What follows belongs to an exercise in optimizing a design on an open flow for small area; a production flow would make more cautious choices. Power figures rest on the tool's default switching activity, not on a simulated workload.

Setup of v6:
==> module OLR_Ingress, before the edit <==
module OLR_Ingress (
	clk,
	reset,
	header_in,
	payload_in,
	payload_nz,
	cs_in,
	sorter_ready,
	ready1,
	ready2,
	ho_valid,
	po_nz,
	h_kind,
	h_mid,
	h_len,
	h_w2,
	h_la,
	h_b135,
	h_link,
	p_data
);
	input		clk, reset, cs_in, sorter_ready, payload_nz;
	input [34:0]	header_in;
	input [31:0]	payload_in;
	output reg	ready1, ready2, ho_valid, po_nz;
	output reg [2:0] h_kind;		 
	output reg [11:0] h_mid;		 
	output reg [9:0] h_len;		 
	output reg [31:0] h_w2;
	output reg [4:0] h_la;		 
	output reg	h_b135;
	output reg [1:0] h_link;
	output reg [31:0] p_data;
	reg		hctl, pctl, rtd, mwctl, mww, p_lk, p_39, h_4dw;
	reg [1:0]	hcnt;
	reg [9:0]	cnt;
	reg		r1_v, r2_v, ho_v, po_v, hctl_v, pctl_v, rtd_v, mwctl_v, mww_v, plk_v, p39_v, dw4_v;
	reg [2:0]	kind_v;
	reg [11:0]	mid_v;
	reg [9:0]	len_v;
	reg [31:0]	w2_v, pd_v;
	reg [4:0]	la_v;
	reg		b135_v;
	reg [1:0]	link_v, hcnt_v;
	reg [9:0]	cnt_v;
	wire		tnz = |header_in;
	localparam [2:0] K_OTHER = 3'd0, K_MR = 3'd1, K_MW = 3'd2, K_IO = 3'd3, K_CFG0 = 3'd4, K_CFG1 = 3'd5;
	wire [4:0]	typ = header_in[28:24];
	wire [2:0]	fmt = header_in[31:29];
	wire [2:0]	in_kind = (typ == 5'b00000) ? ((fmt[2:1] == 2'b00) ? K_MR : ((fmt[2:1] == 2'b01) ? K_MW : K_OTHER)) :
				  (typ == 5'b00010) ? K_IO : (typ == 5'b00100) ? K_CFG0 : (typ == 5'b00101) ? K_CFG1 : K_OTHER;
	wire		pnz = payload_nz;
	always @(posedge clk) begin
		r1_v = ready1; r2_v = ready2; ho_v = ho_valid; po_v = po_nz;
		hctl_v = hctl; pctl_v = pctl; rtd_v = rtd; mwctl_v = mwctl; mww_v = mww;
		plk_v = p_lk; p39_v = p_39; dw4_v = h_4dw;
		kind_v = h_kind; mid_v = h_mid; len_v = h_len; w2_v = h_w2; la_v = h_la; b135_v = h_b135; link_v = h_link;
		pd_v = p_data; hcnt_v = hcnt; cnt_v = cnt;
		if (reset) begin
			r1_v = 1'b1; r2_v = 1'b0; ho_v = 1'b0; po_v = 1'b0;
			hctl_v = 1'b0; pctl_v = 1'b0; rtd_v = 1'b0; mwctl_v = 1'b0; mww_v = 1'b0;
			p39_v = 1'b0; hcnt_v = 2'd0;
		end else begin
			if (!hctl_v && !pctl_v && r1_v && tnz && !mwctl_v) begin
				kind_v = in_kind;
				dw4_v = header_in[29];
				mid_v = header_in[23:12];
				len_v = header_in[9:0];
				b135_v = header_in[34];
				link_v = header_in[33:32];
				hcnt_v = 2'd1;
				hctl_v = 1'b1;
				r1_v = 1'b0;
				if (in_kind == K_MR) begin
					pctl_v = 1'b1;
					cnt_v = header_in[9:0];
				end
			end else if (hctl_v && hcnt_v != 2'd0 && r1_v && tnz) begin
				if (hcnt_v == 2'd1) begin
					w2_v = header_in[31:0];
					hcnt_v = 2'd2;
					r1_v = 1'b1;
				end else if (hcnt_v == 2'd2) begin
					if (!dw4_v) begin
						la_v = header_in[6:2];
						r1_v = 1'b0;
						hcnt_v = 2'd0;
					end else begin
						la_v = 5'd0;
						r1_v = 1'b1;
						hcnt_v = 2'd3;
					end
				end else begin
					la_v = header_in[6:2];
					hcnt_v = 2'd0;
					r1_v = 1'b0;
				end
				if (hcnt_v == 2'd0 && !mwctl_v)
					r2_v = 1'b1;
			end
			if (mwctl_v && !r1_v && cnt_v != 10'h3ff) begin
				r1_v = 1'b1;
				cnt_v = cnt_v - 1'b1;
				if (cnt_v == 10'h3ff) begin
					mwctl_v = 1'b0;
					mww_v = 1'b1;
					r1_v = 1'b0;
				end
			end else if (mwctl_v && r1_v && tnz) begin
				r1_v = 1'b0;
			end else if ((hctl_v || pctl_v) && kind_v == K_MW &&
				     hcnt_v == 2'd0 && !mwctl_v && !mww_v) begin
				mwctl_v = 1'b1;
				cnt_v = len_v;
			end
			if (cs_in && r2_v && hctl_v) begin
				r2_v = 1'b0;
				rtd_v = 1'b1;
				mww_v = 1'b0;
				if (pctl_v) begin
					pd_v = payload_in;
					plk_v = pnz | (|link_v);
					cnt_v = cnt_v - 1'b1;
				end
			end else if (pnz && pctl_v && r2_v && !hctl_v) begin
				pd_v = payload_in;
				plk_v = 1'b1;
				cnt_v = cnt_v - 1'b1;
				rtd_v = 1'b1;
				p39_v = (cnt_v != 10'd0);
			end
			if (rtd_v && sorter_ready && hctl_v) begin
				ho_v = 1'b1;
				hctl_v = 1'b0;
				if (!pctl_v) begin
					rtd_v = 1'b0;
					r1_v = 1'b1;
				end
			end else if (rtd_v && sorter_ready && pctl_v && !hctl_v && !ho_v) begin
				po_v = plk_v | p39_v;
				p39_v = 1'b0;
				rtd_v = 1'b0;
				if (cnt_v != 10'd0)
					r2_v = 1'b1;
				else begin
					pctl_v = 1'b0;
					r1_v = 1'b1;
				end
			end
			if (!sorter_ready) begin
				ho_v = 1'b0;
				po_v = 1'b0;
			end
			if (r1_v && (hcnt_v != 2'd0 || rtd_v) && tnz)
				r1_v = 1'b0;
			else if (!r1_v && hcnt_v != 2'd0 && !tnz)
				r1_v = 1'b1;
			if (r2_v && pnz)
				r2_v = 1'b0;
		end
		ready1 <= r1_v; ready2 <= r2_v; ho_valid <= ho_v; po_nz <= po_v;
		hctl <= hctl_v; pctl <= pctl_v; rtd <= rtd_v; mwctl <= mwctl_v; mww <= mww_v;
		p_lk <= plk_v; p_39 <= p39_v; h_4dw <= dw4_v;
		h_kind <= kind_v; h_mid <= mid_v; h_len <= len_v; h_w2 <= w2_v; h_la <= la_v; h_b135 <= b135_v; h_link <= link_v;
		p_data <= pd_v; hcnt <= hcnt_v; cnt <= cnt_v;
	end
endmodule
Settings: LEC_CHECK=0, ABC_AREA=1, CAP_MARGIN=20, CORE_MARGIN=2, CORE_UTILIZATION=40, SLEW_MARGIN=20; clock period 10.0 ns.
standard.sh (not shown) runs the stock make flow with config.mk's settings and CLKGATE_MAP_FILE= SYNTH_SCRIPT=/design/flow/synth_recipe.tcl, a recipe that flattens the netlist after the stock synthesis.
==> flow/flow/run.sh <==
#!/bin/bash
# The standard layout with three changes: the combinational logic is re-mapped
# for area after the floorplan, the port buffers are single strength, and the
# clock tree has no dummy loads. Each tool writes its output to a log here.
set -euo pipefail
export BUFFER_PORTS_ARGS="-buffer_cell sky130_fd_sc_hd__buf_1"
export CTS_ARGS="-sink_clustering_enable -repair_clock_nets -dont_use_dummy_load -buf_list sky130_fd_sc_hd__clkbuf_8 -sink_clustering_size 14 -sink_clustering_max_diameter 80"
bash standard.sh floorplan > standard_floorplan.log 2>&1
export RES_DIR=$PWD/orfs/results/sky130hd/TLP_Completer/base
export RMP_DIR=$PWD/rmp
export RMP_LIB=$PWD/rmp/cells.lib
mkdir -p rmp
python3 flow/filter_lib.py "$FLOW_HOME/platforms/sky130hd/config.mk" \
	"$FLOW_HOME/platforms/sky130hd/lib/sky130_fd_sc_hd__tt_025C_1v80.lib" "$RMP_LIB" > filter_lib.log 2>&1
openroad -no_init -exit flow/restructure.tcl > restructure.log 2>&1
rm -f "$RMP_LIB"
bash standard.sh finish > standard_finish.log 2>&1
==> flow/flow/filter_lib.py <==
#!/usr/bin/env python3
"""Copy a liberty file without the cells the platform marks don't-use.

usage: filter_lib.py platform_config.mk in.lib out.lib
"""
import re
import sys

cfg, src, dst = sys.argv[1:4]
text = open(cfg).read()
m = re.search(r"DONT_USE_CELLS\s*\+?=((?:[^\n]*\\\n)*[^\n]*)", text)
dont = set(m.group(1).replace("\\", " ").split())
lines = open(src).read().split("\n")
out = []
skip = 0
depth = 0
for line in lines:
    if skip:
        depth += line.count("{") - line.count("}")
        if depth <= 0:
            skip = 0
        continue
    c = re.match(r'\s*cell\s*\(\s*"?([\w]+)"?\s*\)', line)
    if c and (c.group(1) in dont or "lpflow" in c.group(1) or "probe" in c.group(1)):
        depth = line.count("{") - line.count("}")
        skip = 1
        continue
    out.append(line)
open(dst, "w").write("\n".join(out))
==> flow/flow/restructure.tcl <==
# Re-map the combinational logic of the floorplanned design for area.
# Registers, ports, tap cells and the power grid are left as they are.
set res $::env(RES_DIR)
read_db $res/2_floorplan.odb
read_liberty $::env(FLOW_HOME)/platforms/sky130hd/lib/sky130_fd_sc_hd__tt_025C_1v80.lib
read_sdc $res/2_floorplan.sdc
report_design_area
restructure -target area -liberty_file $::env(RMP_LIB) \
	-tielo_port sky130_fd_sc_hd__conb_1/LO -tiehi_port sky130_fd_sc_hd__conb_1/HI \
	-work_dir $::env(RMP_DIR) -abc_logfile $::env(RMP_DIR)/abc.log
report_design_area
write_db $res/2_floorplan.odb
The following lists how v7 was set up differently from v6:
--- a/flow/design.v
+++ b/flow/design.v
@@ -153,16 +153,16 @@
 	output reg [9:0] h_len;		 
 	output reg [31:0] h_w2;
 	output reg [4:0] h_la;		 
 	output reg	h_b135;
 	output reg [1:0] h_link;
 	output reg [31:0] p_data;
-	reg		hctl, pctl, rtd, mwctl, mww, p_lk, p_39, h_4dw;
+	reg		hctl, pctl, rtd, mwctl, mww, p_lk, h_4dw;
 	reg [1:0]	hcnt;
 	reg [9:0]	cnt;
-	reg		r1_v, r2_v, ho_v, po_v, hctl_v, pctl_v, rtd_v, mwctl_v, mww_v, plk_v, p39_v, dw4_v;
+	reg		r1_v, r2_v, ho_v, po_v, hctl_v, pctl_v, rtd_v, mwctl_v, mww_v, plk_v, dw4_v;
 	reg [2:0]	kind_v;
 	reg [11:0]	mid_v;
 	reg [9:0]	len_v;
 	reg [31:0]	w2_v, pd_v;
 	reg [4:0]	la_v;
 	reg		b135_v;
@@ -175,19 +175,19 @@
 	wire [2:0]	in_kind = (typ == 5'b00000) ? ((fmt[2:1] == 2'b00) ? K_MR : ((fmt[2:1] == 2'b01) ? K_MW : K_OTHER)) :
 				  (typ == 5'b00010) ? K_IO : (typ == 5'b00100) ? K_CFG0 : (typ == 5'b00101) ? K_CFG1 : K_OTHER;
 	wire		pnz = payload_nz;
 	always @(posedge clk) begin
 		r1_v = ready1; r2_v = ready2; ho_v = ho_valid; po_v = po_nz;
 		hctl_v = hctl; pctl_v = pctl; rtd_v = rtd; mwctl_v = mwctl; mww_v = mww;
-		plk_v = p_lk; p39_v = p_39; dw4_v = h_4dw;
+		plk_v = p_lk; dw4_v = h_4dw;
 		kind_v = h_kind; mid_v = h_mid; len_v = h_len; w2_v = h_w2; la_v = h_la; b135_v = h_b135; link_v = h_link;
 		pd_v = p_data; hcnt_v = hcnt; cnt_v = cnt;
 		if (reset) begin
 			r1_v = 1'b1; r2_v = 1'b0; ho_v = 1'b0; po_v = 1'b0;
 			hctl_v = 1'b0; pctl_v = 1'b0; rtd_v = 1'b0; mwctl_v = 1'b0; mww_v = 1'b0;
-			p39_v = 1'b0; hcnt_v = 2'd0;
+			hcnt_v = 2'd0;
 		end else begin
 			if (!hctl_v && !pctl_v && r1_v && tnz && !mwctl_v) begin
 				kind_v = in_kind;
 				dw4_v = header_in[29];
 				mid_v = header_in[23:12];
 				len_v = header_in[9:0];
@@ -249,24 +249,22 @@
 				end
 			end else if (pnz && pctl_v && r2_v && !hctl_v) begin
 				pd_v = payload_in;
 				plk_v = 1'b1;
 				cnt_v = cnt_v - 1'b1;
 				rtd_v = 1'b1;
-				p39_v = (cnt_v != 10'd0);
 			end
 			if (rtd_v && sorter_ready && hctl_v) begin
 				ho_v = 1'b1;
 				hctl_v = 1'b0;
 				if (!pctl_v) begin
 					rtd_v = 1'b0;
 					r1_v = 1'b1;
 				end
 			end else if (rtd_v && sorter_ready && pctl_v && !hctl_v && !ho_v) begin
-				po_v = plk_v | p39_v;
-				p39_v = 1'b0;
+				po_v = plk_v;
 				rtd_v = 1'b0;
 				if (cnt_v != 10'd0)
 					r2_v = 1'b1;
 				else begin
 					pctl_v = 1'b0;
 					r1_v = 1'b1;
@@ -282,13 +280,13 @@
 				r1_v = 1'b1;
 			if (r2_v && pnz)
 				r2_v = 1'b0;
 		end
 		ready1 <= r1_v; ready2 <= r2_v; ho_valid <= ho_v; po_nz <= po_v;
 		hctl <= hctl_v; pctl <= pctl_v; rtd <= rtd_v; mwctl <= mwctl_v; mww <= mww_v;
-		p_lk <= plk_v; p_39 <= p39_v; h_4dw <= dw4_v;
+		p_lk <= plk_v; h_4dw <= dw4_v;
 		h_kind <= kind_v; h_mid <= mid_v; h_len <= len_v; h_w2 <= w2_v; h_la <= la_v; h_b135 <= b135_v; h_link <= link_v;
 		p_data <= pd_v; hcnt <= hcnt_v; cnt <= cnt_v;
 	end
 endmodule
 `timescale 1ns / 1ps
 `default_nettype none
## What came out
On die area, v6 beats v7.
Worst setup slack (v7 over v6): increase, 450 ps
From v6 to v7, total count of max-transition violations in the final report did not move at all.
Maximum frequency from static timing analysis in v7 vs v6: up about 5.5%
From v6 to v7 the numbers moved as follows: switching power saw a decrease, core utilization fell 0.29 points, share of cell area taken by flip-flops and latches went up 0.23 points.
Delta (v7 minus v6): met1 wire length shrank by about 0.5%, power consumption shows a reduction of 0.00011 W.
Compared with v6, in v7 fill cell instance count of the final layout went up 110; largest vdd supply drop went down 33%.
Run comparison: v6 highest-delay cell along the critical path or4_1; v7 highest-delay cell along the critical path nor4_1
Sort v6 and v7 by clock period minus worst slack, ascending, and v7 comes first.
Function was not checked in any run of this note: the RTL went through the layout flow alone.

port drivers added, routing unchanged:
How much do the figures lean on ideal ports? The routed layouts below were timed once more, with nothing changed but the port constraints. Step 1 assumes that a clkbuf_16 drives the clock port and a buf_2 every other input. Step 2 also shifts input and output timing later by t, the mid clock arrival at the registers, as if the neighbouring blocks saw the same clock. Three values: ideal ports, drivers, drivers and shift; two values: the first two.
run	t, ns	setup WS [ns]	worst setup path after step 2	latest minus earliest clock arrival (ns)
v6	0.686	1.247 / 1.278 / 0.592	input to register	0.054 / 0.053
v7	0.676	1.700 / 1.735 / 1.059	input to register	0.025 / 0.025
After both steps setup and hold are still met in every run listed. The setup slack of v6, which loses most, moves by +0.031 ns with the drivers and by -0.655 ns with both steps.
